What follows belongs to an exercise in optimizing a design on an open flow for small area, a short achievable clock period and few clock cycles per item; a production flow would make more cautious choices.
At most, simulation tests tie the RTL to the original design; equivalence was not proved.
No activity file was given, so power comes from the tool's default toggle rates.

==> inputs of job 9429 <==
## BSW
module BSW (
    clk, rst, start,
    i_Q, i_R,
    o_Q_al,
    o_R_al,
    detail_info,
    done
);
    input clk, rst;
    input  [2:0] i_Q, i_R;
    input  start;
    output [2:0] o_Q_al, o_R_al;
    output [8:0] detail_info;
    output done;
    localparam [1:0] C_STOP = 2'd0, C_I = 2'd1, C_D = 2'd2, C_G = 2'd3;
    integer k;
    function ge8;
        input [7:0] a, b;
        reg [7:0] g, l;
        reg [3:0] g1, l1;
        reg [1:0] g2, l2;
        integer t;
        begin
            g = a & ~b;
            l = ~a & b;
            for (t = 0; t < 4; t = t + 1) begin
                g1[t] = g[2*t+1] | (~l[2*t+1] & g[2*t]);
                l1[t] = l[2*t+1] | (~g[2*t+1] & l[2*t]);
            end
            for (t = 0; t < 2; t = t + 1) begin
                g2[t] = g1[2*t+1] | (~l1[2*t+1] & g1[2*t]);
                l2[t] = l1[2*t+1] | (~g1[2*t+1] & l1[2*t]);
            end
            ge8 = ~(l2[1] | (~g2[1] & l2[0]));
        end
    endfunction
    function [11:0] pe_cell;
        input [3:0] ta, tb;
        input noA, noB, mt, c0, c1;
        reg aGEb, selM, sat, hz;
        reg [3:0] tmx;
        reg [2:0] tu, tv;
        reg [1:0] v, code;
        reg [3:0] tdl, tdu;
        reg [4:0] xv;         
        begin
            if (noA) begin
                aGEb = 1'b0; tmx = tb;
            end else if (noB) begin
                aGEb = 1'b1; tmx = ta;
            end else begin
                aGEb = &(ta | ~tb); tmx = ta | tb;
            end
            selM = mt ? tmx[3] : tmx[0];
  ...
clock: 24.0 ns
lec_check: 0
abc_area: 1
cap_margin: 20
core_margin: 2
core_utilization: 40
cts_cluster_diameter: 80
cts_cluster_size: 25
slew_margin: 20
standard.sh (not shown) runs the stock make flow with config.mk's settings and CLKGATE_MAP_FILE= SYNTH_SCRIPT=/design/flow/synth_recipe.tcl, a recipe that flattens the netlist after the stock synthesis.
==> flow/flow/run.sh <==
#!/bin/bash
# Standard layout, with the port buffers made of buf_4 cells instead of the
# cell buffer_ports picks by default. Make's full output goes to flow.log;
# each tool's own logs stay under orfs/logs.
set -euo pipefail
export BUFFER_PORTS_ARGS="-buffer_cell sky130_fd_sc_hd__buf_4"
bash standard.sh > flow.log 2>&1
==> job 3586: changes against job 9429 <==
--- a/flow/design.v
+++ b/flow/design.v
@@ -158,29 +158,20 @@
     wire [1:0] r_in = in_phase ? i_R[1:0] : rv[127:126];
     always @(posedge clk) begin
         qv <= {qv[125:0], q_in};
         rv <= {rv[125:0], r_in};
     end
-    wire [129:0] qx = {qv, q_in};         
-    wire [129:0] rx = {rv, r_in};
-    reg  [5:0] mt_e, mt_o;
-    always @(posedge clk) begin
-        for (k = 0; k < 6; k = k + 1) begin
-            mt_e[k] <= (qx[2*(5-k) +: 2] == rx[2*(1+k) +: 2]);
-            mt_o[k] <= (qx[2*(5-k) +: 2] == rx[2*k +: 2]);
-        end
-    end
     reg  [47:0] hpe, hpo;     
     reg  [23:0] dlo, duo;     
     wire [47:0] he, ho;
     wire [23:0] dle, due, dlo_n, duo_n;
     wire [11:0] ce_w, co_w;
     genvar p;
     generate
         for (p = 0; p < 6; p = p + 1) begin : g_pe
-            wire mte = mt_e[p];
-            wire mto = mt_o[p];
+            wire mte = (qv[2*(5-p) +: 2] == rv[2*(1+p) +: 2]);
+            wire mto = (qv[2*(5-p) +: 2] == rv[2*p +: 2]);
             wire [7:0] Ce  = hpe[8*p +: 8];
             wire       ce0 = (Ce == 8'd0);
             wire       ce1 = (Ce == 8'd1);
             wire [3:0] tae = dlo[4*p +: 4];
             wire [3:0] tbe;
@@ -289,11 +280,10 @@
                 best_h <= g2; best_par <= s1_i[11]; best_p <= s1_i[10:8];
             end
         end
     end
     reg        ps_act;                  
-    reg        ps_first;                
     reg        rc;                      
     reg        shift_r;                 
     reg        strm;                    
     reg        bchg;                    
     reg [3:0]  blk;                     
@@ -333,13 +323,13 @@
     reg  [15:0] blk_path;                
     reg  [47:0] stop_hit;                
     reg  [23:0] w;
     integer kk, q;
     wire [3:0] cst_r;
-    wire       inj = (ps_act && ps_first) || (rc && blk == bE);
+    wire       inj = (ps_act || rc) && blk == bE;
     always @(*) begin
-        if (inj) begin
+        if (inj || (ps_act && blk > bE)) begin
             cE = 6'd0; cO = 6'd0;
         end else if (rc) begin
             for (q = 0; q < 6; q = q + 1) begin
                 cE[q] = (cst_r == q + 1);
                 cO[q] = (cst_r == q + 7);
@@ -392,34 +382,31 @@
             if ((k % 6) & 1)                f_p[0] = f_p[0] | stop_hit[k];
             if ((k % 6) & 2)                f_p[1] = f_p[1] | stop_hit[k];
             if ((k % 6) & 4)                f_p[2] = f_p[2] | stop_hit[k];
         end
     end
-    always @(posedge clk) begin
-        cin_e <= cE;
-        cin_o <= cO;
-    end
-    reg [63:0] cst;
+    reg [59:0] cst;                    
     reg [3:0]  cin_x;
     always @(*) begin
         cin_x = 4'd0;
         for (q = 0; q < 6; q = q + 1) begin
             if (cin_e[q]) cin_x = cin_x | (q + 1);
             if (cin_o[q]) cin_x = cin_x | (q + 7);
         end
     end
-    assign cst_r = cst[4*blk +: 4];
-    wire merge  = ps_act && !ps_first && ({1'b0, blk} < vtop) && (blk >= s_b)
+    assign cst_r = (blk == 4'd15) ? 4'd0 : cst[4*blk +: 4];
+    wire merge  = ps_act && (blk < bE) && ({1'b0, blk} < vtop) && (blk >= s_b)
                   && (cin_x == cst_r);
     wire ps_end = ps_act && (merge || found);      
     wire free   = !ps_act || ps_end;
     wire bnew   = upd || w63;                      
-    wire want   = bchg || (fin && bnew);
-    wire ps_go  = ps_ok && !strm && want && (!ps_act || fin);
-    wire [3:0] go_b = (fin && bnew) ? 4'd15 : best_w[5:2];
+    wire ps_go  = ps_ok && !strm && (fin || (bchg && !ps_act));
+    wire [3:0] go_b = fin ? 4'd15 : best_w[5:2];
     wire abort  = ps_go && ps_act && !ps_end;
-    wire st_go  = late && !strm && free && !want;
+    wire st_go  = late && !fin && !strm && free;
+    wire st_mg  = late && !fin && !strm && merge;
+    wire st0    = st0_r || st_mg;
     always @(posedge clk or posedge rst) begin
         if (rst) begin
             ps_act <= 1'b0;
             strm   <= 1'b0;
             bchg   <= 1'b1;
@@ -439,46 +426,45 @@
             else if (abort)
                 vtop <= (vtop < {1'b0, blk}) ? vtop : {1'b0, blk};
         end
     end
     always @(posedge clk) begin
-        ps_first <= ps_go;
         if (ps_go) begin
             pe_w   <= fin ? best_wn   : best_w;
             pe_par <= fin ? best_parn : best_par;
             pe_p   <= fin ? best_pn   : best_p;
         end
         cin_e <= cE;
         cin_o <= cO;
-        for (k = 0; k < 16; k = k + 1)
-            if (ps_act && !ps_first && blk == k) cst[4*k +: 4] <= cin_x;
+        for (k = 0; k < 15; k = k + 1)
+            if (ps_act && blk < bE && blk == k) cst[4*k +: 4] <= cin_x;
     end
     reg [5:0] base_n;
-    wire [3:0] rhi_n = base_n[5:2] + 4'd1;
     always @(*) begin
         if (ps_go)
-            base_n = (fin && bnew) ? 6'd1 : cyc[5:0] - 6'd6 - {best_w[5:2], 2'b00};
-        else if (ps_act)
-            base_n = base + 6'd5;
+            base_n = fin ? 6'd1 : cyc[5:0] - 6'd6 - {best_w[5:2], 2'b00};
         else if (st0)
             base_n = cyc[5:0] - 6'd10 - {s_b, 2'b00};
+        else if (ps_act)
+            base_n = base + 6'd5;
         else
             base_n = shift_r ? base - 6'd3 : base + 6'd1;
     end
     always @(posedge clk) begin
         base <= base_n;
         if (ps_go)          blk <= go_b;
-        else if (ps_act)    blk <= blk - 4'd1;
         else if (st0)       blk <= s_b + 4'd1;
+        else if (ps_act)    blk <= blk - 4'd1;
         else if (shift_r)   blk <= blk + 4'd1;
         for (k = 0; k < 64; k = k + 1)
-            oh[k] <= (((k / 16) < base_n[1:0]) ? rhi_n : base_n[5:2]) == (k % 16);
+            oh[k] <= ((k / 16) < base_n[1:0]) ? (base_n[5:2] == ((k + 15) % 16))
+                                              : (base_n[5:2] == (k % 16));
         for (k = 0; k < 16; k = k + 1)
             rsel[k] <= ((base_n[1:0] + 2'd3 - (k / 4)) & 2'd3) == (k % 4);
     end
     reg [15:0] pcur, pnext, pprev;
-    reg        st0;              
+    reg        st0_r;            
     reg [3:0]  s_b;
     reg [1:0]  s_k;
     reg        s_par;
     reg [2:0]  s_p;
     reg        sa_act;           
@@ -495,11 +481,11 @@
     wire [6:0] s_j  = {1'b0, s_w} + 7'd2 - s_p + s_par;
     wire [6:0] s_d  = {s_w, s_par};
     wire [6:0] e_i  = {1'b0, best_w} + best_p - 7'd2;
     wire [6:0] e_j  = {1'b0, best_w} + 7'd2 - best_p + best_par;
     wire [6:0] e_d  = {best_w, best_par};
-    wire [6:0] cd   = st0 ? s_d : sa_d;
+    wire [6:0] cd   = st0_r ? s_d : sa_d;
     function [1:0] mux64x2;
         input [127:0] v;
         input [5:0] s;
         reg [127:0] t;
         integer a, l;
@@ -519,32 +505,32 @@
     wire        use1 = (e1 != 2'b00);
     wire [1:0]  nc   = use1 ? e1 : e2;
     wire [6:0]  nd   = use1 ? cd + 7'd1 : cd + 7'd2;
     wire        shift = (st0 || sa_act) && !last && (nd[6:3] != cd[6:3]);
     wire       last = (cd == e_d);
-    wire [5:0] cqp = st0 ? cyc[5:0] - s_i[5:0] : sa_qp;
-    wire [5:0] crp = st0 ? cyc[5:0] - s_j[5:0] : sa_rp;
+    wire [5:0] cqp = st0_r ? cyc[5:0] - s_i[5:0] : sa_qp;
+    wire [5:0] crp = st0_r ? cyc[5:0] - s_j[5:0] : sa_rp;
     always @(posedge clk or posedge rst) begin
         if (rst) begin
-            st0    <= 1'b0;
+            st0_r  <= 1'b0;
             sa_act <= 1'b0;
             sb_end <= 1'b0;
             done_r <= 1'b0;
             dcnt   <= 3'd0;
         end else if (!run) begin
-            st0    <= 1'b0;
+            st0_r  <= 1'b0;
             sa_act <= 1'b0;
             sb_end <= 1'b0;
             done_r <= 1'b0;
             dcnt   <= 3'd0;
         end else begin
-            st0 <= st_go;
+            st0_r <= st_go && !st_mg;
             if (st0 || sa_act) begin
                 sa_act <= !last;
                 sb_end <= last;
             end
-            done_r <= strm;              
+            done_r <= strm || st_mg;     
             if ((st0 || dcnt != 3'd0) && dcnt != 3'd7) dcnt <= dcnt + 3'd1;
         end
     end
     always @(posedge clk) begin
         if (!run) begin
@@ -559,16 +545,22 @@
             sb_q  <= nc[1];
             sb_r  <= nc[0];
             sa_d  <= nd;
             sa_qp <= cqp + {5'd0, !nc[1]};
             sa_rp <= crp + {5'd0, !nc[0]};
+        end else if (!strm) begin
+            sb_q  <= 1'b1;
+            sb_r  <= 1'b1;
+            sa_d  <= s_d;
+            sa_qp <= cyc[5:0] + 6'd1 - s_i[5:0];
+            sa_rp <= cyc[5:0] + 6'd1 - s_j[5:0];
         end
     end
     reg [15:0] pprev2;
     reg        fnd_r, mrg_r;
     wire [15:0] pc_eff = fnd_r ? pprev : pcur;
-    wire [15:0] pn_eff = (fnd_r || mrg_r) ? pprev2 : pnext;
+    wire [15:0] pn_eff = (fnd_r || mrg_r) ? pprev2 : (merge && blk == s_b) ? pprev : pnext;
     always @(posedge clk) begin
         pprev  <= blk_path;
         pprev2 <= pprev;
         fnd_r  <= ps_act && !merge && found;
         mrg_r  <= merge && blk == s_b;
@@ -586,16 +578,16 @@
         end else begin
             shift_r <= run && shift;
             rc      <= run && shift_r;
         end
     end
-    wire       o_q = st0 | sb_q;
-    wire       o_r = st0 | sb_r;
+    wire       o_q = st0_r | sb_q;
+    wire       o_r = st0_r | sb_r;
     wire [1:0] qb  = mux64x2(qv, cqp);
     wire [1:0] rb  = mux64x2(rv, crp);
     always @(posedge clk) begin
-        if (sb_end && !st0) begin
+        if (sb_end) begin
             oq  <= 3'd0;
             orr <= 3'd0;
         end else begin
             oq  <= o_q ? ((qb == 2'd0) ? 3'd4 : {1'b0, qb}) : 3'd5;
             orr <= o_r ? ((rb == 2'd0) ? 3'd4 : {1'b0, rb}) : 3'd5;
==> flow/flow/run.sh (replaced) <==
#!/bin/bash
# Standard layout, with the port buffers made of buf_4 cells instead of the
# cell buffer_ports picks by default, and timing repair aiming at 18.2 ns of
# setup slack (the clock period stays the design's). Make's full output goes
# to flow.log; each tool's own logs stay under orfs/logs.
set -euo pipefail
export BUFFER_PORTS_ARGS="-buffer_cell sky130_fd_sc_hd__buf_4"
export SETUP_SLACK_MARGIN=18.2
bash standard.sh > flow.log 2>&1
- ABC_AREA: 1 -> unset
- ABC_CLOCK_PERIOD_IN_PS: unset -> 3500
- PLACE_DENSITY: unset -> 0.88
==> job 7932: changes against job 9429 <==
--- a/flow/design.v
+++ b/flow/design.v
@@ -289,11 +289,10 @@
                 best_h <= g2; best_par <= s1_i[11]; best_p <= s1_i[10:8];
             end
         end
     end
     reg        ps_act;                  
-    reg        ps_first;                
     reg        rc;                      
     reg        shift_r;                 
     reg        strm;                    
     reg        bchg;                    
     reg [3:0]  blk;                     
@@ -333,13 +332,13 @@
     reg  [15:0] blk_path;                
     reg  [47:0] stop_hit;                
     reg  [23:0] w;
     integer kk, q;
     wire [3:0] cst_r;
-    wire       inj = (ps_act && ps_first) || (rc && blk == bE);
+    wire       inj = (ps_act || rc) && blk == bE;
     always @(*) begin
-        if (inj) begin
+        if (inj || (ps_act && blk > bE)) begin
             cE = 6'd0; cO = 6'd0;
         end else if (rc) begin
             for (q = 0; q < 6; q = q + 1) begin
                 cE[q] = (cst_r == q + 1);
                 cO[q] = (cst_r == q + 7);
@@ -392,34 +391,31 @@
             if ((k % 6) & 1)                f_p[0] = f_p[0] | stop_hit[k];
             if ((k % 6) & 2)                f_p[1] = f_p[1] | stop_hit[k];
             if ((k % 6) & 4)                f_p[2] = f_p[2] | stop_hit[k];
         end
     end
-    always @(posedge clk) begin
-        cin_e <= cE;
-        cin_o <= cO;
-    end
     reg [63:0] cst;
     reg [3:0]  cin_x;
     always @(*) begin
         cin_x = 4'd0;
         for (q = 0; q < 6; q = q + 1) begin
             if (cin_e[q]) cin_x = cin_x | (q + 1);
             if (cin_o[q]) cin_x = cin_x | (q + 7);
         end
     end
     assign cst_r = cst[4*blk +: 4];
-    wire merge  = ps_act && !ps_first && ({1'b0, blk} < vtop) && (blk >= s_b)
+    wire merge  = ps_act && (blk < bE) && ({1'b0, blk} < vtop) && (blk >= s_b)
                   && (cin_x == cst_r);
     wire ps_end = ps_act && (merge || found);      
     wire free   = !ps_act || ps_end;
     wire bnew   = upd || w63;                      
-    wire want   = bchg || (fin && bnew);
-    wire ps_go  = ps_ok && !strm && want && (!ps_act || fin);
-    wire [3:0] go_b = (fin && bnew) ? 4'd15 : best_w[5:2];
+    wire ps_go  = ps_ok && !strm && (fin || (bchg && !ps_act));
+    wire [3:0] go_b = fin ? 4'd15 : best_w[5:2];
     wire abort  = ps_go && ps_act && !ps_end;
-    wire st_go  = late && !strm && free && !want;
+    wire st_go  = late && !fin && !strm && free;
+    wire st_mg  = late && !fin && !strm && merge;
+    wire st0    = st0_r || st_mg;
     always @(posedge clk or posedge rst) begin
         if (rst) begin
             ps_act <= 1'b0;
             strm   <= 1'b0;
             bchg   <= 1'b1;
@@ -439,46 +435,45 @@
             else if (abort)
                 vtop <= (vtop < {1'b0, blk}) ? vtop : {1'b0, blk};
         end
     end
     always @(posedge clk) begin
-        ps_first <= ps_go;
         if (ps_go) begin
             pe_w   <= fin ? best_wn   : best_w;
             pe_par <= fin ? best_parn : best_par;
             pe_p   <= fin ? best_pn   : best_p;
         end
         cin_e <= cE;
         cin_o <= cO;
         for (k = 0; k < 16; k = k + 1)
-            if (ps_act && !ps_first && blk == k) cst[4*k +: 4] <= cin_x;
+            if (ps_act && blk < bE && blk == k) cst[4*k +: 4] <= cin_x;
     end
     reg [5:0] base_n;
-    wire [3:0] rhi_n = base_n[5:2] + 4'd1;
     always @(*) begin
         if (ps_go)
-            base_n = (fin && bnew) ? 6'd1 : cyc[5:0] - 6'd6 - {best_w[5:2], 2'b00};
-        else if (ps_act)
-            base_n = base + 6'd5;
+            base_n = fin ? 6'd1 : cyc[5:0] - 6'd6 - {best_w[5:2], 2'b00};
         else if (st0)
             base_n = cyc[5:0] - 6'd10 - {s_b, 2'b00};
+        else if (ps_act)
+            base_n = base + 6'd5;
         else
             base_n = shift_r ? base - 6'd3 : base + 6'd1;
     end
     always @(posedge clk) begin
         base <= base_n;
         if (ps_go)          blk <= go_b;
-        else if (ps_act)    blk <= blk - 4'd1;
         else if (st0)       blk <= s_b + 4'd1;
+        else if (ps_act)    blk <= blk - 4'd1;
         else if (shift_r)   blk <= blk + 4'd1;
         for (k = 0; k < 64; k = k + 1)
-            oh[k] <= (((k / 16) < base_n[1:0]) ? rhi_n : base_n[5:2]) == (k % 16);
+            oh[k] <= ((k / 16) < base_n[1:0]) ? (base_n[5:2] == ((k + 15) % 16))
+                                              : (base_n[5:2] == (k % 16));
         for (k = 0; k < 16; k = k + 1)
             rsel[k] <= ((base_n[1:0] + 2'd3 - (k / 4)) & 2'd3) == (k % 4);
     end
     reg [15:0] pcur, pnext, pprev;
-    reg        st0;              
+    reg        st0_r;            
     reg [3:0]  s_b;
     reg [1:0]  s_k;
     reg        s_par;
     reg [2:0]  s_p;
     reg        sa_act;           
@@ -523,28 +518,28 @@
     wire       last = (cd == e_d);
     wire [5:0] cqp = st0 ? cyc[5:0] - s_i[5:0] : sa_qp;
     wire [5:0] crp = st0 ? cyc[5:0] - s_j[5:0] : sa_rp;
     always @(posedge clk or posedge rst) begin
         if (rst) begin
-            st0    <= 1'b0;
+            st0_r  <= 1'b0;
             sa_act <= 1'b0;
             sb_end <= 1'b0;
             done_r <= 1'b0;
             dcnt   <= 3'd0;
         end else if (!run) begin
-            st0    <= 1'b0;
+            st0_r  <= 1'b0;
             sa_act <= 1'b0;
             sb_end <= 1'b0;
             done_r <= 1'b0;
             dcnt   <= 3'd0;
         end else begin
-            st0 <= st_go;
+            st0_r <= st_go && !st_mg;
             if (st0 || sa_act) begin
                 sa_act <= !last;
                 sb_end <= last;
             end
-            done_r <= strm;              
+            done_r <= strm || st_mg;     
             if ((st0 || dcnt != 3'd0) && dcnt != 3'd7) dcnt <= dcnt + 3'd1;
         end
     end
     always @(posedge clk) begin
         if (!run) begin
@@ -564,11 +559,11 @@
         end
     end
     reg [15:0] pprev2;
     reg        fnd_r, mrg_r;
     wire [15:0] pc_eff = fnd_r ? pprev : pcur;
-    wire [15:0] pn_eff = (fnd_r || mrg_r) ? pprev2 : pnext;
+    wire [15:0] pn_eff = (fnd_r || mrg_r) ? pprev2 : (merge && blk == s_b) ? pprev : pnext;
     always @(posedge clk) begin
         pprev  <= blk_path;
         pprev2 <= pprev;
         fnd_r  <= ps_act && !merge && found;
         mrg_r  <= merge && blk == s_b;
==> job 7453: changes against job 9429 <==
--- a/flow/design.v
+++ b/flow/design.v
@@ -289,11 +289,10 @@
                 best_h <= g2; best_par <= s1_i[11]; best_p <= s1_i[10:8];
             end
         end
     end
     reg        ps_act;                  
-    reg        ps_first;                
     reg        rc;                      
     reg        shift_r;                 
     reg        strm;                    
     reg        bchg;                    
     reg [3:0]  blk;                     
@@ -333,13 +332,13 @@
     reg  [15:0] blk_path;                
     reg  [47:0] stop_hit;                
     reg  [23:0] w;
     integer kk, q;
     wire [3:0] cst_r;
-    wire       inj = (ps_act && ps_first) || (rc && blk == bE);
+    wire       inj = (ps_act || rc) && blk == bE;
     always @(*) begin
-        if (inj) begin
+        if (inj || (ps_act && blk > bE)) begin
             cE = 6'd0; cO = 6'd0;
         end else if (rc) begin
             for (q = 0; q < 6; q = q + 1) begin
                 cE[q] = (cst_r == q + 1);
                 cO[q] = (cst_r == q + 7);
@@ -392,34 +391,31 @@
             if ((k % 6) & 1)                f_p[0] = f_p[0] | stop_hit[k];
             if ((k % 6) & 2)                f_p[1] = f_p[1] | stop_hit[k];
             if ((k % 6) & 4)                f_p[2] = f_p[2] | stop_hit[k];
         end
     end
-    always @(posedge clk) begin
-        cin_e <= cE;
-        cin_o <= cO;
-    end
     reg [63:0] cst;
     reg [3:0]  cin_x;
     always @(*) begin
         cin_x = 4'd0;
         for (q = 0; q < 6; q = q + 1) begin
             if (cin_e[q]) cin_x = cin_x | (q + 1);
             if (cin_o[q]) cin_x = cin_x | (q + 7);
         end
     end
     assign cst_r = cst[4*blk +: 4];
-    wire merge  = ps_act && !ps_first && ({1'b0, blk} < vtop) && (blk >= s_b)
+    wire merge  = ps_act && (blk < bE) && ({1'b0, blk} < vtop) && (blk >= s_b)
                   && (cin_x == cst_r);
     wire ps_end = ps_act && (merge || found);      
     wire free   = !ps_act || ps_end;
     wire bnew   = upd || w63;                      
-    wire want   = bchg || (fin && bnew);
-    wire ps_go  = ps_ok && !strm && want && (!ps_act || fin);
-    wire [3:0] go_b = (fin && bnew) ? 4'd15 : best_w[5:2];
+    wire ps_go  = ps_ok && !strm && (fin || (bchg && !ps_act));
+    wire [3:0] go_b = fin ? 4'd15 : best_w[5:2];
     wire abort  = ps_go && ps_act && !ps_end;
-    wire st_go  = late && !strm && free && !want;
+    wire st_go  = late && !fin && !strm && free;
+    wire st_mg  = late && !fin && !strm && merge;
+    wire st0    = st0_r || st_mg;
     always @(posedge clk or posedge rst) begin
         if (rst) begin
             ps_act <= 1'b0;
             strm   <= 1'b0;
             bchg   <= 1'b1;
@@ -439,46 +435,45 @@
             else if (abort)
                 vtop <= (vtop < {1'b0, blk}) ? vtop : {1'b0, blk};
         end
     end
     always @(posedge clk) begin
-        ps_first <= ps_go;
         if (ps_go) begin
             pe_w   <= fin ? best_wn   : best_w;
             pe_par <= fin ? best_parn : best_par;
             pe_p   <= fin ? best_pn   : best_p;
         end
         cin_e <= cE;
         cin_o <= cO;
         for (k = 0; k < 16; k = k + 1)
-            if (ps_act && !ps_first && blk == k) cst[4*k +: 4] <= cin_x;
+            if (ps_act && blk < bE && blk == k) cst[4*k +: 4] <= cin_x;
     end
     reg [5:0] base_n;
-    wire [3:0] rhi_n = base_n[5:2] + 4'd1;
     always @(*) begin
         if (ps_go)
-            base_n = (fin && bnew) ? 6'd1 : cyc[5:0] - 6'd6 - {best_w[5:2], 2'b00};
-        else if (ps_act)
-            base_n = base + 6'd5;
+            base_n = fin ? 6'd1 : cyc[5:0] - 6'd6 - {best_w[5:2], 2'b00};
         else if (st0)
             base_n = cyc[5:0] - 6'd10 - {s_b, 2'b00};
+        else if (ps_act)
+            base_n = base + 6'd5;
         else
             base_n = shift_r ? base - 6'd3 : base + 6'd1;
     end
     always @(posedge clk) begin
         base <= base_n;
         if (ps_go)          blk <= go_b;
-        else if (ps_act)    blk <= blk - 4'd1;
         else if (st0)       blk <= s_b + 4'd1;
+        else if (ps_act)    blk <= blk - 4'd1;
         else if (shift_r)   blk <= blk + 4'd1;
         for (k = 0; k < 64; k = k + 1)
-            oh[k] <= (((k / 16) < base_n[1:0]) ? rhi_n : base_n[5:2]) == (k % 16);
+            oh[k] <= ((k / 16) < base_n[1:0]) ? (base_n[5:2] == ((k + 15) % 16))
+                                              : (base_n[5:2] == (k % 16));
         for (k = 0; k < 16; k = k + 1)
             rsel[k] <= ((base_n[1:0] + 2'd3 - (k / 4)) & 2'd3) == (k % 4);
     end
     reg [15:0] pcur, pnext, pprev;
-    reg        st0;              
+    reg        st0_r;            
     reg [3:0]  s_b;
     reg [1:0]  s_k;
     reg        s_par;
     reg [2:0]  s_p;
     reg        sa_act;           
@@ -495,11 +490,11 @@
     wire [6:0] s_j  = {1'b0, s_w} + 7'd2 - s_p + s_par;
     wire [6:0] s_d  = {s_w, s_par};
     wire [6:0] e_i  = {1'b0, best_w} + best_p - 7'd2;
     wire [6:0] e_j  = {1'b0, best_w} + 7'd2 - best_p + best_par;
     wire [6:0] e_d  = {best_w, best_par};
-    wire [6:0] cd   = st0 ? s_d : sa_d;
+    wire [6:0] cd   = st0_r ? s_d : sa_d;
     function [1:0] mux64x2;
         input [127:0] v;
         input [5:0] s;
         reg [127:0] t;
         integer a, l;
@@ -519,32 +514,32 @@
     wire        use1 = (e1 != 2'b00);
     wire [1:0]  nc   = use1 ? e1 : e2;
     wire [6:0]  nd   = use1 ? cd + 7'd1 : cd + 7'd2;
     wire        shift = (st0 || sa_act) && !last && (nd[6:3] != cd[6:3]);
     wire       last = (cd == e_d);
-    wire [5:0] cqp = st0 ? cyc[5:0] - s_i[5:0] : sa_qp;
-    wire [5:0] crp = st0 ? cyc[5:0] - s_j[5:0] : sa_rp;
+    wire [5:0] cqp = st0_r ? cyc[5:0] - s_i[5:0] : sa_qp;
+    wire [5:0] crp = st0_r ? cyc[5:0] - s_j[5:0] : sa_rp;
     always @(posedge clk or posedge rst) begin
         if (rst) begin
-            st0    <= 1'b0;
+            st0_r  <= 1'b0;
             sa_act <= 1'b0;
             sb_end <= 1'b0;
             done_r <= 1'b0;
             dcnt   <= 3'd0;
         end else if (!run) begin
-            st0    <= 1'b0;
+            st0_r  <= 1'b0;
             sa_act <= 1'b0;
             sb_end <= 1'b0;
             done_r <= 1'b0;
             dcnt   <= 3'd0;
         end else begin
-            st0 <= st_go;
+            st0_r <= st_go && !st_mg;
             if (st0 || sa_act) begin
                 sa_act <= !last;
                 sb_end <= last;
             end
-            done_r <= strm;              
+            done_r <= strm || st_mg;     
             if ((st0 || dcnt != 3'd0) && dcnt != 3'd7) dcnt <= dcnt + 3'd1;
         end
     end
     always @(posedge clk) begin
         if (!run) begin
@@ -559,16 +554,22 @@
             sb_q  <= nc[1];
             sb_r  <= nc[0];
             sa_d  <= nd;
             sa_qp <= cqp + {5'd0, !nc[1]};
             sa_rp <= crp + {5'd0, !nc[0]};
+        end else if (!strm) begin
+            sb_q  <= 1'b1;
+            sb_r  <= 1'b1;
+            sa_d  <= s_d;
+            sa_qp <= cyc[5:0] + 6'd1 - s_i[5:0];
+            sa_rp <= cyc[5:0] + 6'd1 - s_j[5:0];
         end
     end
     reg [15:0] pprev2;
     reg        fnd_r, mrg_r;
     wire [15:0] pc_eff = fnd_r ? pprev : pcur;
-    wire [15:0] pn_eff = (fnd_r || mrg_r) ? pprev2 : pnext;
+    wire [15:0] pn_eff = (fnd_r || mrg_r) ? pprev2 : (merge && blk == s_b) ? pprev : pnext;
     always @(posedge clk) begin
         pprev  <= blk_path;
         pprev2 <= pprev;
         fnd_r  <= ps_act && !merge && found;
         mrg_r  <= merge && blk == s_b;
@@ -586,16 +587,16 @@
         end else begin
             shift_r <= run && shift;
             rc      <= run && shift_r;
         end
     end
-    wire       o_q = st0 | sb_q;
-    wire       o_r = st0 | sb_r;
+    wire       o_q = st0_r | sb_q;
+    wire       o_r = st0_r | sb_r;
     wire [1:0] qb  = mux64x2(qv, cqp);
     wire [1:0] rb  = mux64x2(rv, crp);
     always @(posedge clk) begin
-        if (sb_end && !st0) begin
+        if (sb_end) begin
             oq  <= 3'd0;
             orr <= 3'd0;
         end else begin
             oq  <= o_q ? ((qb == 2'd0) ? 3'd4 : {1'b0, qb}) : 3'd5;
             orr <= o_r ? ((rb == 2'd0) ? 3'd4 : {1'b0, rb}) : 3'd5;
==> flow/flow/run.sh (replaced) <==
#!/bin/bash
# Standard layout, with the port buffers made of buf_4 cells instead of the
# cell buffer_ports picks by default, and timing repair aiming at 18.2 ns of
# setup slack (the clock period stays the design's). Make's full output goes
# to flow.log; each tool's own logs stay under orfs/logs.
set -euo pipefail
export BUFFER_PORTS_ARGS="-buffer_cell sky130_fd_sc_hd__buf_4"
export SETUP_SLACK_MARGIN=18.2
bash standard.sh > flow.log 2>&1
==> comparison table <==
item	job 7932	job 9429	job 7453	job 3586
Area share of the largest cell type after synthesis	0.515	0.517	0.515	0.530
Biggest consumer	combinational logic	sequential cells	combinational logic	combinational logic
Cell repeated most along the worst path	buf_4	inv_1	-	-
Buffers excl. clock	155	150	166	332
Reg area	47,600 um2	47,600 um2	47,600 um2	47,200 um2
Post-synthesis share of cell area spent on xor and xnor gates	0.00921	0.0110	0.0103	0.0209
Inserted Clock Buffers	117	116	117	108
Outcome	timing/DRC/antenna clean	timing/DRC/antenna clean	timing/DRC/antenna clean	timing/DRC/antenna clean
Data arrival at the endpoint of the critical path	7.72 ns	6.99 ns	1.32 ns	1.34 ns
Sum of routed wire segments on met1	128,000 um	124,000 um	129,000 um	101,000 um
Tap Count	2,788	2,788	2,788	2,672
Part of the power in the clock network	0.159	0.160	0.153	0.147
GRT met2 Usage	0.429	0.440	0.417	0.399
Global routing usage on met3	0.0507	0.0542	0.0542	0.0779
Power Clock	2.29 mW	2.28 mW	2.28 mW	2.09 mW
Testbench counts of job 3586, summed over its fixed seeds: cycles 44,498, items 320.
Testbench counts of job 7453, summed over its fixed seeds: cycles 44,498, items 320.
No functional check of the RTL was part of job 9429 and job 7932.

## re-timing with driven ports
No port has a modelled driver above. Below, the same layouts with a new extraction and two added sets of constraints. Step 1, drivers: a clkbuf_16 drives clk and a buf_2 each remaining input, both assumed. Step 2 adds t to the input delays and takes it off the output delays; t is the mean of the earliest and latest rising clock arrival at the registers after step 1. Input paths then give back, and output paths get back, about the clock's delay inside the block. Three values: ideal ports, drivers, drivers and shift; two values: the first two.
run	t (ns)	slack for setup (ns)	slew at the worst register clock pin (ns)	pins driven straight from the clock port
job 9429	0.901	17.728 / 17.728 / 17.728	0.10 / 0.10	1
job 3586	0.865	17.864 / 17.783 / 18.197	0.11 / 0.11	1
job 7932	0.888	16.999 / 16.999 / 16.999	0.11 / 0.11	1
job 7453	0.909	17.882 / 17.793 / 18.273	0.10 / 0.10	1
After both steps every run listed still meets setup and hold.
